From an optimization exercise on the open Yosys and OpenROAD flow, aimed at small area; shortcuts taken in it are not production practice.
In this exercise RTL edits were held to simulation tests only and were not proved equivalent to the original.
In every run shown here, the design's own scripts or RTL, not TritonCTS, make the clock network.
The clock port is modelled as an ideal driver, which makes a skipped or thinned clock tree look cheaper than it is; a real chip needs a root buffer or a tree.
Power figures rest on the tool's default switching activity, not on a simulated workload.

## flow/design.v (module list and top-level ports; edited modules follow where they fit)
// module sin_quarter: 277 lines
// module ecg_table: 704 lines
// module wave_wrapper: 159 lines
// module rca: 18 lines
// module shifter: 14 lines
module wave_wrapper(
 input clk,
 input rst,
 input enable,
 input [2:0] wave_in_wrapper,
 input [2:0] amp_wrapper,
 input [1:0] dc_wrapper,
 input [1:0] sel_f_wrapper,
 input [1:0] noise_sel,
 input [2:0] noise_amp,
 output [23:0] wave_out
);
  // ...
==> flow/flow/run.sh <==
#!/bin/bash
# Layout flow: the standard ORFS flow (standard.sh) with these changes,
# made in copies of the ORFS scripts:
#  - synthesis uses flow/abc_area.script as its ABC script (ABC's &deepsyn
#    and area-oriented mapping of the logic between the registers; the
#    registers are the standard synthesis's, untouched).  &deepsyn is
#    randomised: synthesis runs once per seed (NSYN seeds, in parallel, each
#    in its own work folder syn_<seed>/) and the smallest netlist is kept;
#  - port buffers use the smallest buffer cell;
#  - the repairs of max slew and capacitance aim at the limits themselves
#    (no margin) up to clock tree synthesis, and 15% below them after
#    global routing, whose parasitics are closer to the final ones;
#  - the clock tree is built by flow/clock_tree.tcl (four clock buffers,
#    each driving one quarter of the flip-flops) in place of TritonCTS; the
#    rest of the CTS step (timing repair, legalisation) is ORFS's.
# Each make's output goes to a log in this folder (synth_<seed>.log,
# flow_make.log); each ORFS step logs to <work folder>/logs/.
set -euo pipefail
here=$(pwd)
NSYN=4
prep_scripts() {
  rm -rf "$1"
  cp -r "$FLOW_HOME/scripts" "$1"
  sed "s/@SEED@/$2/" "$here/flow/abc_area.script" > "$1/abc_area.script"
  cp "$here/flow/clock_tree.tcl" "$1/clock_tree.tcl"
  grep -q 'log_cmd clock_tree_synthesis {\*}$cts_args' "$1/cts.tcl"
  sed -i 's|log_cmd clock_tree_synthesis {\*}$cts_args|source $::env(SCRIPTS_DIR)/clock_tree.tcl|' "$1/cts.tcl"
}
pids=()
for s in $(seq 1 $NSYN); do
  prep_scripts "$here/scripts_$s" "$s"
  bash standard.sh WORK_HOME="$here/syn_$s" SCRIPTS_DIR="$here/scripts_$s" synth \
    > "$here/synth_$s.log" 2>&1 &
  pids+=($!)
done
for p in "${pids[@]}"; do wait "$p" || true; done
best=""; best_area=""
for s in $(seq 1 $NSYN); do
  rpt="$here/syn_$s/reports/$FLOW_PLATFORM/wave_wrapper/base/synth_stat.txt"
  [[ -f "$here/syn_$s/results/$FLOW_PLATFORM/wave_wrapper/base/1_synth.odb" && -f "$rpt" ]] || continue
  a=$(sed -n "s/.*Chip area for module.*: \([0-9.]*\).*/\1/p" "$rpt" | tail -1)
  echo "seed $s: synthesis area $a" | tee -a "$here/synth_choice.log"
  if [[ -z "$best" ]] || awk -v a="$a" -v b="$best_area" 'BEGIN{exit !(a < b)}'; then
    best=$s; best_area=$a
  fi
done
[[ -n "$best" ]]
echo "kept seed $best ($best_area)" | tee -a "$here/synth_choice.log"
mkdir -p "$here/orfs"
cp -a "$here/syn_$best/." "$here/orfs/"
bash standard.sh SCRIPTS_DIR="$here/scripts_$best" \
  "BUFFER_PORTS_ARGS=-buffer_cell sky130_fd_sc_hd__buf_1" \
  CAP_MARGIN=0 SLEW_MARGIN=0 cts > "$here/flow_make.log" 2>&1
bash standard.sh SCRIPTS_DIR="$here/scripts_$best" \
  "BUFFER_PORTS_ARGS=-buffer_cell sky130_fd_sc_hd__buf_1" \
  CAP_MARGIN=15 SLEW_MARGIN=15 finish >> "$here/flow_make.log" 2>&1
==> flow/flow/abc_area.script <==
strash
&get -n
&deepsyn -T 200 -S @SEED@
&dch
&nf -p -R 1000 -F 8 -C 32
&put
topo
==> flow/flow/clock_tree.tcl <==
set ctb_leaf_cell sky130_fd_sc_hd__clkbuf_16
set ctb_root_cell sky130_fd_sc_hd__clkbuf_8
if {![info exists ctb_nx]} { set ctb_nx 2 }
if {![info exists ctb_ny]} { set ctb_ny 2 }
if {![info exists ctb_nroot]} { set ctb_nroot 2 }
set ctb_block [ord::get_db_block]
set ctb_dbu [$ctb_block getDbUnitsPerMicron]

# the clock net: the net on the flip-flops' clock pins, driven by a port
set ctb_net ""
foreach inst [$ctb_block getInsts] {
  set it [$inst findITerm CLK]
  if {$it ne "NULL" && $it ne ""} {
    set n [$it getNet]
    if {$n ne "NULL" && [llength [$n getBTerms]] > 0} { set ctb_net $n; break }
  }
}
if {$ctb_net eq ""} { error "clock_tree: no clock net found" }
set ctb_clk [$ctb_net getName]

set ctb_sinks {}
foreach it [$ctb_net getITerms] {
  set inst [$it getInst]
  set bb [$inst getBBox]
  lappend ctb_sinks [list [expr {([$bb xMin] + [$bb xMax]) / 2}] \
    [expr {([$bb yMin] + [$bb yMax]) / 2}] \
    "[$inst getName]/[[$it getMTerm] getName]"]
}
puts "clock_tree: [llength $ctb_sinks] sinks on $ctb_clk"

# split a list of {x y ...} into k parts of equal size, sorted by index idx
proc ctb_split {items k idx} {
  set s [lsort -integer -index $idx $items]
  set n [llength $s]
  set parts {}
  for {set i 0} {$i < $k} {incr i} {
    lappend parts [lrange $s [expr {$i * $n / $k}] [expr {($i + 1) * $n / $k - 1}]]
  }
  return $parts
}
proc ctb_centre {items dbu} {
  set sx 0; set sy 0
  foreach s $items { set sx [expr {$sx + [lindex $s 0]}]; set sy [expr {$sy + [lindex $s 1]}] }
  return [list [expr {double($sx) / [llength $items] / $dbu}] [expr {double($sy) / [llength $items] / $dbu}]]
}

set ctb_groups {}
foreach col [ctb_split $ctb_sinks $ctb_nx 0] {
  foreach grp [ctb_split $col $ctb_ny 1] { if {[llength $grp] > 0} { lappend ctb_groups $grp } }
}
set ctb_leaves {}
set ctb_i 0
foreach grp $ctb_groups {
  set pins {}
  foreach s $grp { lappend pins [sta::find_pin [lindex $s 2]] }
  set pins [lsearch -all -inline -not -exact $pins NULL]
  if {[llength $pins] != [llength $grp]} {
    error "clock_tree: found [llength $pins] of [llength $grp] clock pins"
  }
  set c [ctb_centre $grp $ctb_dbu]
  puts "clock_tree: leaf $ctb_i drives [llength $grp] sinks at $c"
  insert_buffer -buffer_cell $ctb_leaf_cell -net $ctb_clk -load_pins $pins \
    -location $c -buffer_name ctb_leaf_$ctb_i -net_name ctb_leafnet_$ctb_i
  set li [$ctb_block findInst ctb_leaf_$ctb_i]
  if {$li eq "NULL"} {
    foreach inst [$ctb_block getInsts] {
      if {[string match ctb_leaf_${ctb_i}* [$inst getName]]} { set li $inst }
    }
  }
  set x [expr {round([lindex $c 0] * $ctb_dbu)}]
  set y [expr {round([lindex $c 1] * $ctb_dbu)}]
  lappend ctb_leaves [list $x $y "[$li getName]/A"]
  incr ctb_i
}
if {[llength $ctb_leaves] > 4} {
  set ctb_j 0
  foreach part [ctb_split $ctb_leaves $ctb_nroot 0] {
    set pins {}
    foreach s $part { lappend pins [sta::find_pin [lindex $s 2]] }
    set c [ctb_centre $part $ctb_dbu]
    puts "clock_tree: root $ctb_j drives [llength $part] leaf buffers at $c"
    insert_buffer -buffer_cell $ctb_root_cell -net $ctb_clk -load_pins $pins \
      -location $c -buffer_name ctb_root_$ctb_j -net_name ctb_rootnet_$ctb_j
    incr ctb_j
  }
}
foreach n [$ctb_block getNets] {
  if {[string match ctb_* [$n getName]] || [$n getName] eq $ctb_clk} { $n setSigType CLOCK }
}
set ctb_left [llength [$ctb_net getITerms]]
puts "clock_tree: the clock port now drives $ctb_left cell pins"
if {$ctb_left > 4} { error "clock_tree: the clock port still drives $ctb_left pins" }
==> flow/standard.sh <==
#!/bin/bash
# synth_recipe.tcl (not shown) runs the flow's synth.tcl, then flattens the netlist and writes it again
# the make line also repeats each setting of config.mk as NAME=value (left out here)
make -C /OpenROAD-flow-scripts/flow DESIGN_CONFIG=/design/flow/config.mk WORK_HOME=/design/flow/orfs CLKGATE_MAP_FILE= SYNTH_SCRIPT=/design/flow/synth_recipe.tcl "${@:-finish}"
==> flow/config.mk <==
export PLATFORM = sky130hd
export DESIGN_NAME = wave_wrapper
export DESIGN_NICKNAME = wave_wrapper
export VERILOG_FILES = /design/flow/design.v
export SDC_FILE = /design/flow/constraint.sdc
export NUM_CORES = 8
export LEC_CHECK = 0
export ABC_AREA = 1
export CAP_MARGIN = 20
export CORE_MARGIN = 2
export CORE_UTILIZATION = 55
export GPL_TIMING_DRIVEN = 0
export SLEW_MARGIN = 20
==> flow/constraint.sdc <==
create_clock -name core_clock -period 10.0 [get_ports {clk}]
set_input_delay 2.0000 -clock core_clock [delete_from_list [all_inputs] [get_ports {clk}]]
set_output_delay 2.0000 -clock core_clock [all_outputs]
set_load 0.01 [all_outputs]
==> results by group, run 1 <==
Yosys
  – Number of synthesized register bits: between 100 and 150
  – Xor/xnor share of the synthesized area: under 10%
  – Most frequently used cell type in the post-synthesis netlist: sky130_fd_sc_hd__nand2_1
  – Leading post-synthesis cells by cell area: sky130_fd_sc_hd__dfxtp_1 25%, sky130_fd_sc_hd__fa_1 9.0%, sky130_fd_sc_hd__nand2_1 6.5%, sky130_fd_sc_hd__ha_1 5.5%, sky130_fd_sc_hd__o21ai_0 5.0%
  – Synth Instances: 1100
  – Async SR Flop Fraction: 0%
  – Synth top cells by count: 149 x sky130_fd_sc_hd__nand2_1, 107 x sky130_fd_sc_hd__dfxtp_1, 99 x sky130_fd_sc_hd__nor2_1, 87 x sky130_fd_sc_hd__o21ai_0, 81 x sky130_fd_sc_hd__a21oi_1
  – Syn nets: approximately 1200

Outcome
  – Status: complete, no violations

Clock network
  – Hold-fix buffers, CTS: 0
  – Register clock-pin slew on the reported worst setup and hold paths: 100 ps
  – Post-CTS Repair Setup Buffers: 0

Power
  – Reported clock group power: roughly 0.00018 W
  – Reported net switching power: approximately 0.00017 W
  – Pwr Density: 77.2 nW/um2
  – Sequential share of power: 62.9%
  – Net switching fraction of the power: 23.6%

Detailed routing
  – Detail-routed via count per cell: 7.18
  – Number of antenna-violating nets in the routed design: 0
  – Wire length on met1: 12100 um

Hold path
  – Hold-critical path depth: 0
  – Hold Path End: r2

Timing
  – Setup clock skew after layout: a little under 10 ps
  – Setup-failing EPs final: 0

Floorplanning
  – Die height: 129 um

Worst setup path
  – Termination of the worst setup path: lo_r[8]
  – CP Capture Type: flip-flop
  – Critical path's most frequent cell: sky130_fd_sc_hd__fa_1
  – Reg2Reg Capture Point: lo_r[8]
  – Startpoint kind of the worst setup timing path: flip-flop
  – Class of the most critical setup path: reg2reg
  – Kind of cell adding the most delay to the critical path: adder cells

Finish
  – Number of diodes added for antenna fixing: 0
  – Most common library cell in the layout ignoring fill and taps: sky130_fd_sc_hd__nand2_1
  – Final net count: ~1200

GRT
  – Met2 usage in global routing: ~54%
  – Initial antenna violation count: 0
==> run 2, diff against run 1 <==
--- a/flow/config.mk
+++ b/flow/config.mk
@@ -8,6 +8,6 @@
 export ABC_AREA = 1
 export CAP_MARGIN = 20
 export CORE_MARGIN = 2
-export CORE_UTILIZATION = 55
+export CORE_UTILIZATION = 65
 export GPL_TIMING_DRIVEN = 0
 export SLEW_MARGIN = 20
==> results by group, run 2 <==
Detailed routing
  – Overall routed net length: 32800 um (was 30100 um)
  – Detailed-route wire length per cell: 24.7 um (was 22.1 um)
  – Pre-Repair DR Iteration Count: 12 (was 11)
  – Number of antenna-violating nets in the routed design: 0 (unchanged)
  – Post-detailed-route DRC marker count: 0 (unchanged)
  – Detailed Route Iter0 Violations: 2544 (was 2077)
  – Total number of vias: 10300 (was 9767)
  – Detail-routed via count per cell: 7.75 (was 7.18)

Finish
  – Layout cell share with drive strength beyond 1: 2.35% (was 2.52%)
  – Most frequent cells in the layout: 149 x sky130_fd_sc_hd__nand2_1, 103 x sky130_fd_sc_hd__dfxtp_1, 99 x sky130_fd_sc_hd__nor2_1, 85 x sky130_fd_sc_hd__o21ai_0, 81 x sky130_fd_sc_hd__a21oi_1 (unchanged)
  – Signed area change from the synthesized netlist to the final layout: 6.51% (was 7.31%)
  – Most common library cell in the layout ignoring fill and taps: sky130_fd_sc_hd__nand2_1 (unchanged)
  – Final design area excluding fillers: 9230 um2 (was 9300 um2)
  – Fin cells: 1327 (was 1361)
  – Multi-input combinational cell area: 6270 um2 (was 6290 um2)
  – Filler Cells Inserted: 1043 (was 1431)
  – Seq. cell area: 2150 um2 (unchanged)
  – Number of diodes added for antenna fixing: 0 (unchanged)
  – Final net count: 1248 (was 1247)

Yosys
  – Async SR Flop Fraction: 0% (unchanged)
  – Synthesized area per cell: 7.87 um2 (unchanged)
  – Synth top cells by count: 149 x sky130_fd_sc_hd__nand2_1, 107 x sky130_fd_sc_hd__dfxtp_1, 99 x sky130_fd_sc_hd__nor2_1, 87 x sky130_fd_sc_hd__o21ai_0, 81 x sky130_fd_sc_hd__a21oi_1 (unchanged)
  – Most frequently used cell type in the post-synthesis netlist: sky130_fd_sc_hd__nand2_1 (unchanged)
  – Post-synth top area cell: sky130_fd_sc_hd__dfxtp_1 (unchanged)
  – Fraction of post-synthesis cell area in the top cell type by area: 24.7% (unchanged)
  – Total of warnings raised by yosys: 1 (unchanged)
  – Number of synthesized register bits: 107 (unchanged)
  – Most used flip-flop cell after synthesis: sky130_fd_sc_hd__dfxtp_1 (unchanged)
  – Distinct cells, synth: 63 (unchanged)
  – Leading post-synthesis cells by cell area: sky130_fd_sc_hd__dfxtp_1 25%, sky130_fd_sc_hd__fa_1 9.0%, sky130_fd_sc_hd__nand2_1 6.5%, sky130_fd_sc_hd__ha_1 5.5%, sky130_fd_sc_hd__o21ai_0 5.0% (unchanged)
  – Total standard cell area after synthesis: 8660 um2 (unchanged)
  – Post-synth EDFFs: 0 (unchanged)
  – Synth Instances: 1100 (unchanged)
  – Syn nets: 1195 (unchanged)
  – Sequential-to-total area share from yosys stat: 24.7% (unchanged)

GRT
  – First-pass GRT wire length: 51100 um (was 47300 um)
  – Total GRT Usage: 44.2% (was 35.3%)
  – Number of global-route vias before repair: 9601 (was 8661)
  – Maximum number of pins on one net before global-route repair: 48 (unchanged)
  – Grt total ovfl: 0 (unchanged)
  – Initial antenna violation count: 0 (unchanged)

Timing
  – Setup-failing EPs final: 0 (unchanged)
  – Setup clock skew after layout: 9.19 ps (was 9.79 ps)
  – Unrepaired setup endpoints after global routing: false (unchanged)
  – Final critical-path share of the clock period: 96.0% (was 94.5%)
  – Period minus WS final: 9600 ps (was 9450 ps)
  – Slew HR: 15.0% (was 15.8%)
  – Final Max Slew Viols: 0 (unchanged)
  – Sum Neg Setup Slack: 0 ps (unchanged)
  – Transition time of the tightest slew-check pin: 1270 ps (was 1260 ps)
  – Highest Clock Rate: 104 MHz (was 106 MHz)
  – Final hold violation count: 0 (unchanged)
  – Min setup slack post-route: 395 ps (was 546 ps)

Hold path
  – Worst hold path class: reg2reg (unchanged)
  – Hold-critical path depth: 0 (unchanged)
  – Hold Path End: r2 (unchanged)
  – Hold Path Origin: r1 (unchanged)

Power
  – Highest ir drop seen on vdd: 0.0993 mV (was 0.100 mV)
  – Total power of the final layout: 0.000727 W (was 0.000718 W)
  – Pwr Density: 78.8 nW/um2 (was 77.2 nW/um2)
  – Leak: 3.30 nW (was 3.31 nW)

Floorplanning
  – Area of the placeable core: 13100 um2 (was 15300 um2)
  – Initial Utilization: 65.9% (was 56.6%)
  – Die Outline Area: 14300 um2 (was 16800 um2)
  – Die height: 119 um (was 129 um)
  – Width of the chip: 119 um (was 129 um)
  – Rows: 42 (was 45)
  – Ports placed on the boundary: 42 (unchanged)

Clock network
  – Hold-fix buffers, CTS: 0 (unchanged)
  – Clock latency on the worst-skew pair: 160 ps (about the same)
  – Register clock-pin slew on the reported worst setup and hold paths: 100 ps (about the same)
  – Post-CTS Repair Setup Buffers: 0 (unchanged)

Worst setup path
  – Worst endpoint required time: 10040 ps (was 10050 ps)
  – Startpoint kind of the worst setup timing path: flip-flop (unchanged)
  – Class of the most critical setup path: reg2reg (unchanged)
  – Crit path DAT: 9650 ps (was 9510 ps)
  – CP Capture Type: flip-flop (unchanged)
  – Reg2reg setup slack: 400 ps (was 550 ps)
  – Crit-path max FO: 38 (was 29)
  – Worst reg2reg path startpoint: aqq[0] (was aqq[2])
  – Reg2Reg Capture Point: hp_r[8] (was lo_r[8])
  – Number of cells on the worst reg-to-reg path: 27 (was 25)

Placed design
  – Worst slack at placement: -690 ps (was -640 ps)
  – Count of buffers from port buffering: 41 (unchanged)
  – Post-detailed-placement half-perimeter wirelength: 22900 um (was 21700 um)
  – Area of placed instances: 9080 um2 (was 9170 um2)
  – Placer's final routability congestion estimate: 1.11 (was 1.09)
  – Placed cell count: 1319 (was 1356)

Run
  – Max-cap viol count: 0 (unchanged)

Outcome
  – Status: complete, no violations (unchanged)
run 2: cell counts after synthesis:
No cell type changed its count.
run 2: cell families after synthesis:
| kind of cell | after synthesis | share of synthesized area [%] |
|---|---|---|
| AND/OR/NAND/NOR | 425 | 23.1 |
| AO/OA/AOI/OAI | 395 | 31.6 |
| flip-flops | 107 | 24.7 |
| adder cells (fa/ha/maj) | 77 | 14.5 |
| buffers and inverters | 68 | 3.16 |
| XOR/XNOR | 28 | 2.83 |
run 2: per-stage QoR:
step / hold WS, ps / util, %
finish: 366 / 70.2
global route: 367 / 70.2
CTS: 346 / 69.9
detailed placement: 347 / 69.1
global placement: 338 / 68.8
floorplan: 325 / -
run 2: cell type report, clock buffers not listed:
| cell class | count | share of cell area, % |
|---|---|---|
| multi-input cells | 925 | 68.0 |
| inverters | 63 | 2.59 |
| plain buffers | 5 | 0.407 |
| well taps | 176 | 2.39 |
| flip-flops and latches | 107 | 23.3 |
| repair buffers | 47 | 2.25 |
run 2: how the worst max path moves through the flow:
stage	startpoint	cells after the start	slack, ps	to
final	aqq[0]	27	400	hp_r[8]
after global routing	aqq[0]	27	160	hp_r[8]
after CTS	aqq[1]	30	70	lo_r[8]
after detailed placement	aqq[1]	26	-690	hp_r[8]
after global placement	aqq[0]	30	-1000	lo_r[8]
after floorplan	aqq[0]	27	1510	lo_r[8]
run 2: repair_timing:
item	CTS	global route
resized for setup	2	1
endpoints found under the setup margin	7	1
endpoints found under the hold margin	0	0
run 2: report_power, final:
group | internal, W | switching, W | leakage (nW)
Sequential | 0.000442 | 0.0000104 | 0.876
Clock | 0.0000739 | 0.000106 | 0.0493
Combinational | 0.0000330 | 0.0000615 | 2.38
Total | 0.000549 | 0.000178 | 3.30
run 2: critical path, stage by stage (launching register included):
cell                       delay [ps]
sky130_fd_sc_hd__dfxtp_2          900
sky130_fd_sc_hd__clkinv_1         610
sky130_fd_sc_hd__ha_1             610
sky130_fd_sc_hd__nor2b_1          330
sky130_fd_sc_hd__ha_1             410
sky130_fd_sc_hd__nand2_1           50
sky130_fd_sc_hd__o21ai_1          180
sky130_fd_sc_hd__buf_4            240
sky130_fd_sc_hd__clkinv_2         230
sky130_fd_sc_hd__nor2_1           340
sky130_fd_sc_hd__nand2_1          160
sky130_fd_sc_hd__o21a_1           150
sky130_fd_sc_hd__nor2_1           160
sky130_fd_sc_hd__a211o_1          140
sky130_fd_sc_hd__a21oi_1           70
sky130_fd_sc_hd__o21ai_0          310
sky130_fd_sc_hd__o311ai_0         230
sky130_fd_sc_hd__xnor2_1          510
sky130_fd_sc_hd__o221ai_1         290
sky130_fd_sc_hd__ha_1             270
sky130_fd_sc_hd__fa_1             380
sky130_fd_sc_hd__fa_1             410
sky130_fd_sc_hd__fa_1             420
sky130_fd_sc_hd__fa_1             400
sky130_fd_sc_hd__fa_1             390
sky130_fd_sc_hd__fa_1             390
sky130_fd_sc_hd__fa_1             400
sky130_fd_sc_hd__fa_1             450
run 2: per-layer routing:
layer	part of all wire, %	vias to the layer above	global-route usage [%]
met5	0	-	0
met4	7.2	0	20.0
met3	14	309	13.2
met2	43	1003	69.5
li1	-	4296	-
met1	36	4671	56.1
==> run 3, diff against run 2 <==
--- a/flow/config.mk
+++ b/flow/config.mk
@@ -8,6 +8,6 @@
 export ABC_AREA = 1
 export CAP_MARGIN = 20
 export CORE_MARGIN = 2
-export CORE_UTILIZATION = 65
+export CORE_UTILIZATION = 60
 export GPL_TIMING_DRIVEN = 0
 export SLEW_MARGIN = 20
==> results by group, run 3 <==
Worst setup path
  – Largest stage delay, worst path: 760 ps (was 900 ps)
  – Startpoint kind of the worst setup timing path: flip-flop (unchanged)
  – Critical path's most frequent cell: sky130_fd_sc_hd__fa_1 (unchanged)
  – CP Capture Type: flip-flop (unchanged)
  – Kind of cell adding the most delay to the critical path: adder cells (unchanged)
  – Crit-path max FO: 28 (was 38)
  – Slowest stage cell on the critical path: sky130_fd_sc_hd__dfxtp_2 (unchanged)
  – Class of the most critical setup path: reg2reg (unchanged)
  – Crit path DAT: 9490 ps (was 9650 ps)
  – Worst endpoint required time: 10050 ps (was 10040 ps)
  – Buffers and inverters on the worst path: 2 (was 3)

Timing
  – Final critical-path share of the clock period: 94.4% (was 96.0%)
  – Unrepaired setup endpoints after global routing: false (unchanged)
  – Period minus WS final: 9440 ps (was 9600 ps)
  – Transition time of the tightest slew-check pin: 1270 ps (about the same)
  – Setup clock skew after layout: 8.69 ps (was 9.19 ps)
  – Final hold violation count: 0 (unchanged)
  – Final Max Slew Viols: 0 (unchanged)
  – Setup-failing EPs final: 0 (unchanged)
  – Min setup slack post-route: 562 ps (was 395 ps)
  – Highest Clock Rate: 106 MHz (was 104 MHz)
  – Slew HR: 14.9% (was 15.0%)

Clock network
  – Post-CTS Repair Setup Buffers: 0 (unchanged)
  – Clock latency on the worst-skew pair: 170 ps (was 160 ps)
  – Register clock-pin slew on the reported worst setup and hold paths: 100 ps (about the same)
  – Hold-fix buffers, CTS: 0 (unchanged)

Placed design
  – Placer's final routability congestion estimate: 1.10 (was 1.11)
  – Post-detailed-placement half-perimeter wirelength: 22300 um (was 22900 um)
  – Count of buffers from port buffering: 41 (unchanged)
  – Placed cell count: 1322 (was 1319)
  – Worst slack at placement: -517 ps (was -690 ps)
  – Area of placed instances: 9080 um2 (about the same)

Yosys
  – Post-synth top area cell: sky130_fd_sc_hd__dfxtp_1 (unchanged)
  – Leading post-synthesis cells by cell area: sky130_fd_sc_hd__dfxtp_1 25%, sky130_fd_sc_hd__fa_1 9.0%, sky130_fd_sc_hd__nand2_1 6.5%, sky130_fd_sc_hd__ha_1 5.5%, sky130_fd_sc_hd__o21ai_0 5.0% (unchanged)
  – Fraction of post-synthesis cell area in the top cell type by area: 24.7% (unchanged)
  – Sequential-to-total area share from yosys stat: 24.7% (unchanged)
  – Number of synthesized register bits: 107 (unchanged)
  – Total of warnings raised by yosys: 1 (unchanged)
  – Most frequently used cell type in the post-synthesis netlist: sky130_fd_sc_hd__nand2_1 (unchanged)
  – Total standard cell area after synthesis: 8660 um2 (unchanged)
  – Synthesized area per cell: 7.87 um2 (unchanged)
  – Synth top cells by count: 149 x sky130_fd_sc_hd__nand2_1, 107 x sky130_fd_sc_hd__dfxtp_1, 99 x sky130_fd_sc_hd__nor2_1, 87 x sky130_fd_sc_hd__o21ai_0, 81 x sky130_fd_sc_hd__a21oi_1 (unchanged)
  – Syn nets: 1195 (unchanged)
  – Most used flip-flop cell after synthesis: sky130_fd_sc_hd__dfxtp_1 (unchanged)
  – Async SR Flop Fraction: 0% (unchanged)
  – Distinct cells, synth: 63 (unchanged)
  – Synth Instances: 1100 (unchanged)
  – Post-synth EDFFs: 0 (unchanged)

Outcome
  – Status: complete, no violations (unchanged)

GRT
  – Initial antenna violation count: 1 (was 0)
  – Total GRT Usage: 39.9% (was 44.2%)
  – First-pass GRT wire length: 48500 um (was 51100 um)
  – Grt total ovfl: 0 (unchanged)
  – Number of global-route vias before repair: 9111 (was 9601)
  – Maximum number of pins on one net before global-route repair: 48 (unchanged)

Run
  – Max-cap viol count: 0 (unchanged)

Detailed routing
  – Total number of vias: 9946 (was 10300)
  – Overall routed net length: 31000 um (was 32800 um)
  – Number of antenna-violating nets in the routed design: 0 (unchanged)
  – Detail-routed via count per cell: 7.50 (was 7.75)
  – Detailed Route Iter0 Violations: 2362 (was 2544)
  – Pre-Repair DR Iteration Count: 14 (was 12)
  – Detailed-route wire length per cell: 23.3 um (was 24.7 um)
  – Post-detailed-route DRC marker count: 0 (unchanged)

Power
  – Sequential share of power: 62.5% (was 62.3%)
  – Net switching fraction of the power: 24.1% (was 24.5%)
  – Internal power of the cells: 0.000548 W (was 0.000549 W)
  – Highest ir drop seen on vdd: 0.107 mV (was 0.0993 mV)
  – Reported net switching power: 0.000174 W (was 0.000178 W)
  – Total power of the final layout: 0.000722 W (was 0.000727 W)
  – Leak: 3.28 nW (was 3.30 nW)
  – Share of power burned in the clock network: 24.9% (was 24.7%)
  – Power share of the combinational group: 12.6% (was 13.0%)
  – Pwr Density: 78.4 nW/um2 (was 78.8 nW/um2)

Finish
  – Most frequent cells in the layout: 149 x sky130_fd_sc_hd__nand2_1, 103 x sky130_fd_sc_hd__dfxtp_1, 98 x sky130_fd_sc_hd__nor2_1, 85 x sky130_fd_sc_hd__o21ai_0, 81 x sky130_fd_sc_hd__a21oi_1 (was 149 x sky130_fd_sc_hd__nand2_1, 103 x sky130_fd_sc_hd__dfxtp_1, 99 x sky130_fd_sc_hd__nor2_1, 85 x sky130_fd_sc_hd__o21ai_0, 81 x sky130_fd_sc_hd__a21oi_1)
  – Layout cell share with drive strength beyond 1: 2.09% (was 2.35%)
  – Fin cells: 1327 (unchanged)
  – Most common library cell in the layout ignoring fill and taps: sky130_fd_sc_hd__nand2_1 (unchanged)
  – Signed area change from the synthesized netlist to the final layout: 6.27% (was 6.51%)
  – Final design area excluding fillers: 9210 um2 (was 9230 um2)
  – Final net count: 1243 (was 1248)

Hold path
  – Worst hold path class: reg2reg (unchanged)

Floorplanning
  – Die height: 124 um (was 119 um)
  – Die Outline Area: 15400 um2 (was 14300 um2)
  – Ports placed on the boundary: 42 (unchanged)
  – Rows: 43 (was 42)
  – Width of the chip: 124 um (was 119 um)
  – Initial Utilization: 61.9% (was 65.9%)
  – Area of the placeable core: 14000 um2 (was 13100 um2)
run 3: cell counts after synthesis:
No cell type changed its count.
run 3: logic make-up (layout without fill, tap and decap cells):
| group | count (synthesis) | in the layout | synth area share (%) |
|---|---|---|---|
| buffers and inverters | 68 | 114 | 3.16 |
| other | 0 | 1 | 0 |
| AO/OA/AOI/OAI | 395 | 395 | 31.6 |
| XOR/XNOR | 28 | 28 | 2.83 |
| flip-flops | 107 | 107 | 24.7 |
| adder cells (fa/ha/maj) | 77 | 77 | 14.5 |
| AND/OR/NAND/NOR | 425 | 425 | 23.1 |
run 3: path summary, 6_finish.rpt:
check / from / end / slack [ps] / cells after the start
setup / recovery: aqq[1] / hp_r[8] / 560 / 26
hold / removal: r1 / r2 / 360 / 0
setup reg to reg: aqq[1] / hp_r[8] / 560 / 26
hold reg to reg: r1 / r2 / 360 / 0
run 3: layer usage:
layer  GRT usage [%]  up-vias  routed length [um]
met5               0        -                   0
met2            61.0      909               13300
met3            10.6      224                4210
met1            53.2     4520               11500
met4            17.2        0                1950
li1                -     4293                   -
run 3: cell type report, clock buffers not listed:
class                      instances  area, um2
antenna                            1       2.50
buffer                             5       37.5
fill                            1199       4780
inverter                          63        239
multi-input combinational        925       6280
sequential                       107       2150
tap                              180        225
timing repair buffer              42        170
run 3: power by group through the flow:
stage / sequential (W) / combinational, W / clock [W]
after global routing: 0.000453 / 0.000102 / 0.000195
after CTS: 0.000461 / 0.0000889 / 0.000137
after global placement: 0.000460 / 0.0000836 / 0
final: 0.000451 / 0.0000906 / 0.000180
after floorplan: 0.000461 / 0.0000574 / 0
after detailed placement: 0.000461 / 0.0000883 / 0
run 3: per-stage QoR:
step | util [%] | TNS (ps) | hold WS (ps)
final | 65.8 | 0 | 356
after global placement | 64.6 | -3160 | 338
after CTS | 65.7 | 0 | 337
after global routing | 65.8 | 0 | 368
after floorplan | - | 0 | 325
after detailed placement | 64.9 | -1920 | 337
run 3: worst reg2reg max path, cell delays in order (launching register included):
cell and delay, ps:
sky130_fd_sc_hd__dfxtp_2 760, sky130_fd_sc_hd__clkinv_2 520, sky130_fd_sc_hd__ha_1 580, sky130_fd_sc_hd__nor2b_1 360, sky130_fd_sc_hd__ha_1 420, sky130_fd_sc_hd__nand2_1 50
sky130_fd_sc_hd__o21ai_1 510, sky130_fd_sc_hd__clkinv_2 460, sky130_fd_sc_hd__nor2_1 350, sky130_fd_sc_hd__nand2_1 170, sky130_fd_sc_hd__o21a_1 150, sky130_fd_sc_hd__nor2_1 110
sky130_fd_sc_hd__a211o_1 130, sky130_fd_sc_hd__a21oi_1 80, sky130_fd_sc_hd__o21ai_0 320, sky130_fd_sc_hd__o311ai_0 220, sky130_fd_sc_hd__xnor2_1 460, sky130_fd_sc_hd__o221ai_1 270
sky130_fd_sc_hd__ha_1 270, sky130_fd_sc_hd__fa_1 380, sky130_fd_sc_hd__fa_1 390, sky130_fd_sc_hd__fa_1 400, sky130_fd_sc_hd__fa_1 390, sky130_fd_sc_hd__fa_1 390
sky130_fd_sc_hd__fa_1 390, sky130_fd_sc_hd__fa_1 390, sky130_fd_sc_hd__fa_1 420
run 3: repair_timing:
item,in CTS,in global routing
cloned,0,0
endpoints found under the setup margin,6,6
resized for setup,3,2
==> module wave_wrapper, before the edit <==
module wave_wrapper(
 input clk,
 input rst,
 input enable,
 input [2:0] wave_in_wrapper,
 input [2:0] amp_wrapper,
 input [1:0] dc_wrapper,
 input [1:0] sel_f_wrapper,
 input [1:0] noise_sel,
 input [2:0] noise_amp,
 output [23:0] wave_out
);
 reg  [7:0] dcnt;
 reg        clk_en;
 reg  [7:0] dlast;
 always @(*) begin
  case (sel_f_wrapper)
   2'b00: dlast = 8'h32;
   2'b01: dlast = 8'h02;
   2'b10: dlast = 8'h2A;
   default: dlast = 8'h0A;
  endcase
 end
 wire dfb = dcnt[7] ^ dcnt[4] ^ dcnt[2] ^ dcnt[1] ^ ~(|dcnt[6:0]);
 wire dhit = (dcnt == dlast);
 always @(posedge clk) begin
  dcnt   <= (rst | dhit) ? 8'h85 : {dcnt[6:0], dfb};
  clk_en <= ~rst & dhit;
 end
 reg r1, r2, c1, c2;
 reg [7:0] aqq;
 always @(posedge clk) begin
  r1 <= rst;
  r2 <= r1;
  c1 <= clk_en;
  c2 <= c1;
 end
 wire [7:0] ainc;
 rca #(8) u_ainc (.a(aqq), .b(8'd0), .ci(c2), .s(ainc), .co());
 wire [7:0] aprev = r2 ? 8'd0 : ainc;           
 always @(posedge clk) aqq <= aprev;
 wire [2:0] anow_t;
 rca #(3) u_anow (.a(aprev[7:5]), .b(3'd0), .ci(c1 & (&aprev[4:0])), .s(anow_t), .co());
 wire [2:0] anow = r1 ? 3'd0 : anow_t;          
 reg level;
 reg below;
 always @(*) begin
  case (dc_wrapper)
   2'b00: below = (anow == 3'd0);
   2'b01: below = (anow[2:1] == 2'd0);
   2'b10: below = ~anow[2];
   default: below = ~(anow[2] & anow[1]);
  endcase
 end
 always @(posedge clk) level <= below;
 reg [11:0] step_up;
 reg [15:0] step_dn_neg;
 always @(*) begin
  case (sel_f_wrapper)
   2'b00: begin step_up = 12'd2048; step_dn_neg = 16'hFEDC; end   
   2'b01: begin step_up = 12'd1024; step_dn_neg = 16'hFEAB; end   
   2'b10: begin step_up = 12'd512;  step_dn_neg = 16'hFE00; end   
   default: begin step_up = 12'd341; step_dn_neg = 16'hFC00; end  
  endcase
 end
 reg  [15:0] saw_u;
 wire [15:0] saw_sum;
 rca #(16) u_saw (.a(saw_u), .b(clk_en ? {4'd0, step_up} : 16'd0), .ci(1'b0), .s(saw_sum), .co());
 always @(posedge clk)
  saw_u <= (rst | (clk_en & ~level)) ? 16'd0 : saw_sum;
 wire [15:0] saw = {~saw_u[15], saw_u[14:0]};
 reg  [15:0] trig_u;
 wire [15:0] trig_sum;
 wire        trig_co;
 wire [15:0] trig_step = ~clk_en ? 16'd0 : level ? {4'd0, step_up} : step_dn_neg;
 rca #(16) u_trig (.a(trig_u), .b(trig_step), .ci(1'b0), .s(trig_sum), .co(trig_co));
 wire trig_ovf = clk_en & (level ? trig_co : ~trig_co);
 always @(posedge clk)
  trig_u <= rst ? 16'd0 : trig_ovf ? {16{level}} : trig_sum;
 wire [15:0] trig = {~trig_u[15], trig_u[14:0]};
 wire        sgn = aqq[7];
 wire [5:0]  jneg;
 rca #(6) u_jneg (.a(~aqq[5:0]), .b(6'd0), .ci(1'b1), .s(jneg), .co());
 wire [5:0]  j = aqq[6] ? jneg : aqq[5:0];
 wire        top = aqq[6] & ~(|aqq[5:0]);
 wire [14:0] mq;
 sin_quarter u_sin (.j(j), .m(mq));
 wire [14:0] mag = mq | {15{top}};
 wire [15:0] ecg_sm;
 ecg_table u_ecg (.a(aqq), .q(ecg_sm));
 wire ws0 = (wave_in_wrapper == 3'd0);
 wire ws1 = (wave_in_wrapper == 3'd1);
 wire ws2 = (wave_in_wrapper == 3'd2);
 wire ws3 = (wave_in_wrapper == 3'd3);
 wire ws4 = (wave_in_wrapper == 3'd4);
 wire [15:0] vsel = ({16{ws0}} & {~level, {15{level}}})
                  | ({16{ws1}} & saw)
                  | ({16{ws2}} & trig)
                  | ({16{ws3}} & {1'b0, mag})
                  | ({16{ws4}} & {1'b0, ecg_sm[14:0]});
 wire neg = (ws3 & sgn) | (ws4 & ecg_sm[15]);
 wire [15:0] wave = vsel ^ {16{neg}};
 wire wfill = neg;
 wire wm2 = ~rst & (amp_wrapper == 3'd2);
 wire wm1 = ~rst & (amp_wrapper == 3'd1);
 wire wp1 = ~rst & (amp_wrapper == 3'd3);
 wire wp2 = ~rst & (amp_wrapper == 3'd4);
 wire w0  = ~rst & ~(amp_wrapper == 3'd1 | amp_wrapper == 3'd2 | amp_wrapper == 3'd3 | amp_wrapper == 3'd4);
 wire noff = rst | enable;
 wire nm2 = ~noff & (noise_amp == 3'd2);
 wire nm1 = ~noff & (noise_amp == 3'd1);
 wire np1 = ~noff & (noise_amp == 3'd3);
 wire np2 = ~noff & (noise_amp == 3'd4);
 wire n0  = ~noff & ~(noise_amp == 3'd1 | noise_amp == 3'd2 | noise_amp == 3'd3 | noise_amp == 3'd4);
 wire [17:0] wsc, nsc;
 shifter u_wsh (.x(wave), .fill(wfill), .m2(wm2), .m1(wm1), .z(w0), .p1(wp1), .p2(wp2), .y(wsc));
 reg  [15:0] lfsr;
 shifter u_nsh (.x(lfsr), .fill(1'b0), .m2(nm2), .m1(nm1), .z(n0), .p1(np1), .p2(np2), .y(nsc));
 wire cin = neg & (w0 | wp1 | wp2 | (wm1 & ~vsel[0]) | (wm2 & ~vsel[0] & ~vsel[1]));
 wire [8:0] lo;
 wire       c9;
 rca #(9) u_lo (.a(wsc[8:0]), .b(nsc[8:0]), .ci(cin), .s(lo), .co(c9));
 wire [9:0] hp;
 rca #(10) u_hp (.a({wsc[17], wsc[17:9]}), .b({nsc[17], nsc[17:9]}), .ci(1'b0), .s(hp), .co());
 reg  [8:0] lo_r;
 reg        c9_r;
 reg  [9:0] hp_r;
 always @(posedge clk) begin
  lo_r <= lo;
  c9_r <= c9;
  hp_r <= hp;
 end
 wire [9:0] hi;
 rca #(10) u_hi (.a(hp_r), .b(10'd0), .ci(c9_r), .s(hi), .co());
 assign wave_out = {{5{hi[9]}}, hi, lo_r};
 reg  [15:0] ncnt;
 reg         nen;
 reg  [15:0] nlast;
 always @(*) begin
  case (noise_sel)
   2'b00: nlast = 16'hF801;
   2'b01: nlast = 16'hF809;
   2'b10: nlast = 16'hD085;
   default: nlast = 16'hD885;
  endcase
 end
 wire nfb = ncnt[15] ^ ncnt[11] ^ ncnt[8] ^ ncnt[6] ^ ~(|ncnt[14:0]);
 wire nhit = (ncnt == nlast);
 always @(posedge clk) begin
  ncnt <= (rst | nhit) ? 16'h65C2 : {ncnt[14:0], nfb};
  nen  <= ~rst & nhit;
 end
 always @(posedge clk) begin
  if (rst)
   lfsr <= 16'hAD38;
  else if (nen)
   lfsr <= {lfsr[15] ^ lfsr[13] ^ lfsr[12] ^ lfsr[10], lfsr[15:1]};
 end
endmodule
==> run 4, diff against run 3 <==
--- a/flow/design.v
+++ b/flow/design.v
@@ -994,7 +994,7 @@
  reg  [7:0] dcnt;
  reg        clk_en;
  reg  [7:0] dlast;
- always @(*) begin
+ always_comb begin
   case (sel_f_wrapper)
    2'b00: dlast = 8'h32;
    2'b01: dlast = 8'h02;
@@ -1025,7 +1025,7 @@
  wire [2:0] anow = r1 ? 3'd0 : anow_t;          
  reg level;
  reg below;
- always @(*) begin
+ always_comb begin
   case (dc_wrapper)
    2'b00: below = (anow == 3'd0);
    2'b01: below = (anow[2:1] == 2'd0);
@@ -1036,7 +1036,7 @@
  always @(posedge clk) level <= below;
  reg [11:0] step_up;
  reg [15:0] step_dn_neg;
- always @(*) begin
+ always_comb begin
   case (sel_f_wrapper)
    2'b00: begin step_up = 12'd2048; step_dn_neg = 16'hFEDC; end   
    2'b01: begin step_up = 12'd1024; step_dn_neg = 16'hFEAB; end   
@@ -1117,7 +1117,7 @@
  reg  [15:0] ncnt;
  reg         nen;
  reg  [15:0] nlast;
- always @(*) begin
+ always_comb begin
   case (noise_sel)
    2'b00: nlast = 16'hF801;
    2'b01: nlast = 16'hF809;
==> results by group, run 4 <==
Hold path
  – Worst hold path class: reg2reg (unchanged)

Clock network
  – Hold-fix buffers, CTS: 0 (unchanged)
  – Register clock-pin slew on the reported worst setup and hold paths: 100 ps (about the same)
  – Clock latency on the worst-skew pair: 170 ps (about the same)
  – Post-CTS Repair Setup Buffers: 0 (unchanged)

Finish
  – Most frequent cells in the layout: 149 x sky130_fd_sc_hd__nand2_1, 103 x sky130_fd_sc_hd__dfxtp_1, 98 x sky130_fd_sc_hd__nor2_1, 85 x sky130_fd_sc_hd__o21ai_0, 81 x sky130_fd_sc_hd__a21oi_1 (unchanged)
  – Final net count: 1243 (unchanged)
  – Signed area change from the synthesized netlist to the final layout: 6.27% (unchanged)
  – Final design area excluding fillers: 9210 um2 (unchanged)
  – Layout cell share with drive strength beyond 1: 2.09% (unchanged)
  – Most common library cell in the layout ignoring fill and taps: sky130_fd_sc_hd__nand2_1 (unchanged)
  – Filler Cells Inserted: 1199 (unchanged)

Yosys
  – Total standard cell area after synthesis: 8660 um2 (unchanged)
  – Fraction of post-synthesis cell area in the top cell type by area: 24.7% (unchanged)
  – Number of synthesized register bits: 107 (unchanged)
  – Syn nets: 1195 (unchanged)
  – Distinct cells, synth: 63 (unchanged)
  – Total of warnings raised by yosys: 1 (unchanged)
  – Leading post-synthesis cells by cell area: sky130_fd_sc_hd__dfxtp_1 25%, sky130_fd_sc_hd__fa_1 9.0%, sky130_fd_sc_hd__nand2_1 6.5%, sky130_fd_sc_hd__ha_1 5.5%, sky130_fd_sc_hd__o21ai_0 5.0% (unchanged)
  – Async SR Flop Fraction: 0% (unchanged)
  – Most used flip-flop cell after synthesis: sky130_fd_sc_hd__dfxtp_1 (unchanged)
  – Sequential-to-total area share from yosys stat: 24.7% (unchanged)
  – Post-synth top area cell: sky130_fd_sc_hd__dfxtp_1 (unchanged)
  – Post-synth EDFFs: 0 (unchanged)
  – Synth top cells by count: 149 x sky130_fd_sc_hd__nand2_1, 107 x sky130_fd_sc_hd__dfxtp_1, 99 x sky130_fd_sc_hd__nor2_1, 87 x sky130_fd_sc_hd__o21ai_0, 81 x sky130_fd_sc_hd__a21oi_1 (unchanged)
  – Synthesized area per cell: 7.87 um2 (unchanged)
  – Most frequently used cell type in the post-synthesis netlist: sky130_fd_sc_hd__nand2_1 (unchanged)
  – Synth Instances: 1100 (unchanged)

Worst setup path
  – Crit-path max FO: 28 (unchanged)
  – Worst endpoint required time: 10050 ps (about the same)
  – CP Capture Type: flip-flop (unchanged)
  – Crit path DAT: 9490 ps (about the same)
  – Class of the most critical setup path: reg2reg (unchanged)
  – Startpoint kind of the worst setup timing path: flip-flop (unchanged)

Detailed routing
  – Total number of vias: 9946 (unchanged)
  – Detailed-route wire length per cell: 23.3 um (unchanged)
  – Post-detailed-route DRC marker count: 0 (unchanged)
  – Overall routed net length: 31000 um (unchanged)
  – Detail-routed via count per cell: 7.50 (unchanged)
  – Number of antenna-violating nets in the routed design: 0 (unchanged)
  – Pre-Repair DR Iteration Count: 14 (unchanged)
  – Detailed Route Iter0 Violations: 2362 (unchanged)

Placed design
  – Count of buffers from port buffering: 41 (unchanged)
  – Post-detailed-placement half-perimeter wirelength: 22300 um (unchanged)
  – Placer's final routability congestion estimate: 1.10 (unchanged)
  – Area of placed instances: 9080 um2 (unchanged)

Timing
  – Setup clock skew after layout: 8.69 ps (unchanged)
  – Highest Clock Rate: 106 MHz (unchanged)
  – Unrepaired setup endpoints after global routing: false (unchanged)
  – Transition time of the tightest slew-check pin: 1270 ps (unchanged)
  – Period minus WS final: 9440 ps (unchanged)
  – Worst-case hold slack: 356 ps (unchanged)
  – Final hold violation count: 0 (unchanged)
  – Final Max Slew Viols: 0 (unchanged)
  – Slew HR: 14.9% (unchanged)
  – Final critical-path share of the clock period: 94.4% (unchanged)
  – Setup-failing EPs final: 0 (unchanged)

Power
  – Share of power burned in the clock network: 24.9% (about the same)
  – Power share of the combinational group: 12.6% (about the same)
  – Pwr Density: 78.4 nW/um2 (unchanged)
  – Total power of the final layout: 0.000722 W (unchanged)
  – Highest ir drop seen on vdd: 0.107 mV (unchanged)
  – Net switching fraction of the power: 24.1% (unchanged)
  – Sequential share of power: 62.5% (about the same)
  – Internal power of the cells: 0.000548 W (unchanged)
  – Leak: 3.28 nW (unchanged)
  – Reported net switching power: 0.000174 W (unchanged)

GRT
  – Initial antenna violation count: 1 (unchanged)
  – First-pass GRT wire length: 48500 um (unchanged)
  – Maximum number of pins on one net before global-route repair: 48 (unchanged)
  – Grt total ovfl: 0 (unchanged)
  – Number of global-route vias before repair: 9111 (unchanged)
  – Total GRT Usage: 39.9% (unchanged)

Floorplanning
  – Die height: 124 um (unchanged)
  – Rows: 43 (unchanged)
  – Area of the placeable core: 14000 um2 (unchanged)
  – Ports placed on the boundary: 42 (unchanged)
  – Width of the chip: 124 um (unchanged)
  – Die Outline Area: 15400 um2 (unchanged)
  – Initial Utilization: 61.9% (unchanged)

Run
  – Max-cap viol count: 0 (unchanged)

Outcome
  – Status: complete, no violations (unchanged)
[run 4: timing repair]
item | 4_1_cts | 5_1_grt
pin swaps | 0 | 0
setup endpoints to repair | 6 | 6
gates resized for setup | 3 | 2
[run 4: path summary, 6_finish.rpt]
| check | startpoint | endpoint | slack (ps) | cells after the start |
|---|---|---|---|---|
| setup / recovery | aqq[1] | hp_r[8] | 560 | 26 |
| hold / removal | r1 | r2 | 360 | 0 |
| setup reg to reg | aqq[1] | hp_r[8] | 560 | 26 |
| hold reg to reg | r1 | r2 | 360 | 0 |
[run 4: critical path: stages (launching register included)]
cell and delay [ps]:
sky130_fd_sc_hd__dfxtp_2 760, sky130_fd_sc_hd__clkinv_2 500, sky130_fd_sc_hd__ha_1 580, sky130_fd_sc_hd__nor2b_1 360, sky130_fd_sc_hd__ha_1 410, sky130_fd_sc_hd__nand2_1 50, sky130_fd_sc_hd__o21ai_1 510, sky130_fd_sc_hd__clkinv_2 460
sky130_fd_sc_hd__nor2_1 350, sky130_fd_sc_hd__nand2_1 170, sky130_fd_sc_hd__o21a_1 150, sky130_fd_sc_hd__nor2_1 110, sky130_fd_sc_hd__a211o_1 130, sky130_fd_sc_hd__a21oi_1 70, sky130_fd_sc_hd__o21ai_0 320, sky130_fd_sc_hd__o311ai_0 220
sky130_fd_sc_hd__xnor2_1 460, sky130_fd_sc_hd__o221ai_1 270, sky130_fd_sc_hd__ha_1 270, sky130_fd_sc_hd__fa_1 380, sky130_fd_sc_hd__fa_1 390, sky130_fd_sc_hd__fa_1 400, sky130_fd_sc_hd__fa_1 390, sky130_fd_sc_hd__fa_1 390
sky130_fd_sc_hd__fa_1 390, sky130_fd_sc_hd__fa_1 390, sky130_fd_sc_hd__fa_1 420
[run 4: cell families (layout without fill, tap and decap cells)]
kind of cell | after synthesis | after routing | synth area share, %
simple gates | 425 | 425 | 23.1
other cells | 0 | 1 | 0
buf+inv | 68 | 114 | 3.16
compound gates | 395 | 395 | 31.6
flops | 107 | 107 | 24.7
xor+xnor | 28 | 28 | 2.83
fa+ha+maj | 77 | 77 | 14.5
[run 4: stage by stage]
step	setup WS [ps]	std cells	setup TNS (ps)	utilization [%]
after floorplan	1510	1100	0	-
final	562	1327	0	65.8
after global routing	156	1326	0	65.8
after CTS	182	1326	0	65.7
after detailed placement	-517	1322	-1920	64.9
after global placement	-716	1321	-3160	64.6
[run 4: cell type report, clock buffers not listed]
cell class / count / area [um2] / share of cell area (%)
multi-input combinational: 925 / 6280 / 68.2
sequential: 107 / 2150 / 23.4
inverter: 63 / 239 / 2.60
tap: 180 / 225 / 2.45
timing repair buffer: 42 / 170 / 1.85
buffer: 5 / 37.5 / 0.408
antenna: 1 / 2.50 / 0.0272
[run 4: power groups by stage]
stage               sequential (W)  clock (W)  combinational [W]
global placement          0.000460          0          0.0000836
floorplan                 0.000461          0          0.0000574
finish                    0.000451   0.000180          0.0000906
detailed placement        0.000461          0          0.0000883
global route              0.000453   0.000195           0.000102
CTS                       0.000461   0.000137          0.0000889
[run 4: layer usage]
metal  routed length (um)  up-vias  track usage [%]
li1                     -     4293                -
met1                11500     4520             53.2
met2                13300      909             61.0
met3                 4210      224             10.6
met4                 1950        0             17.2
met5                    0        -                0

==> afterwards: timing with drivers on the ports <==
The results above use ideal ports. As a check the final layouts listed here were re-extracted and re-timed, cells and wires unchanged.
Step 1 sets driving cells, clkbuf_16 on the clock port and buf_2 on the other inputs (assumed; they add their load-dependent delay and slew).
Step 2 adds t to the input delays and takes it off the output delays; t is the mean of the earliest and latest rising clock arrival at the registers after step 1. Input paths then give back, and output paths get back, about the clock's delay inside the block.
a / b / c = ideal / step 1 / step 2; a / b = the first two.
run	t (ns)	setup WS [ns]	hold WS [ns]	worst setup path at the end	clock arrival spread, ns
run 1	0.235	0.546 / 0.546 / 0.546	0.355 / 0.355 / 0.355	register to register	0.010 / 0.010
run 2	0.240	0.395 / 0.395 / 0.395	0.366 / 0.366 / 0.366	register to register	0.009 / 0.009
run 3	0.239	0.562 / 0.562 / 0.562	0.356 / 0.356 / 0.356	register to register	0.009 / 0.009
run 4	0.239	0.562 / 0.562 / 0.562	0.356 / 0.356 / 0.356	register to register	0.009 / 0.009
After both steps every run listed still meets setup and hold.
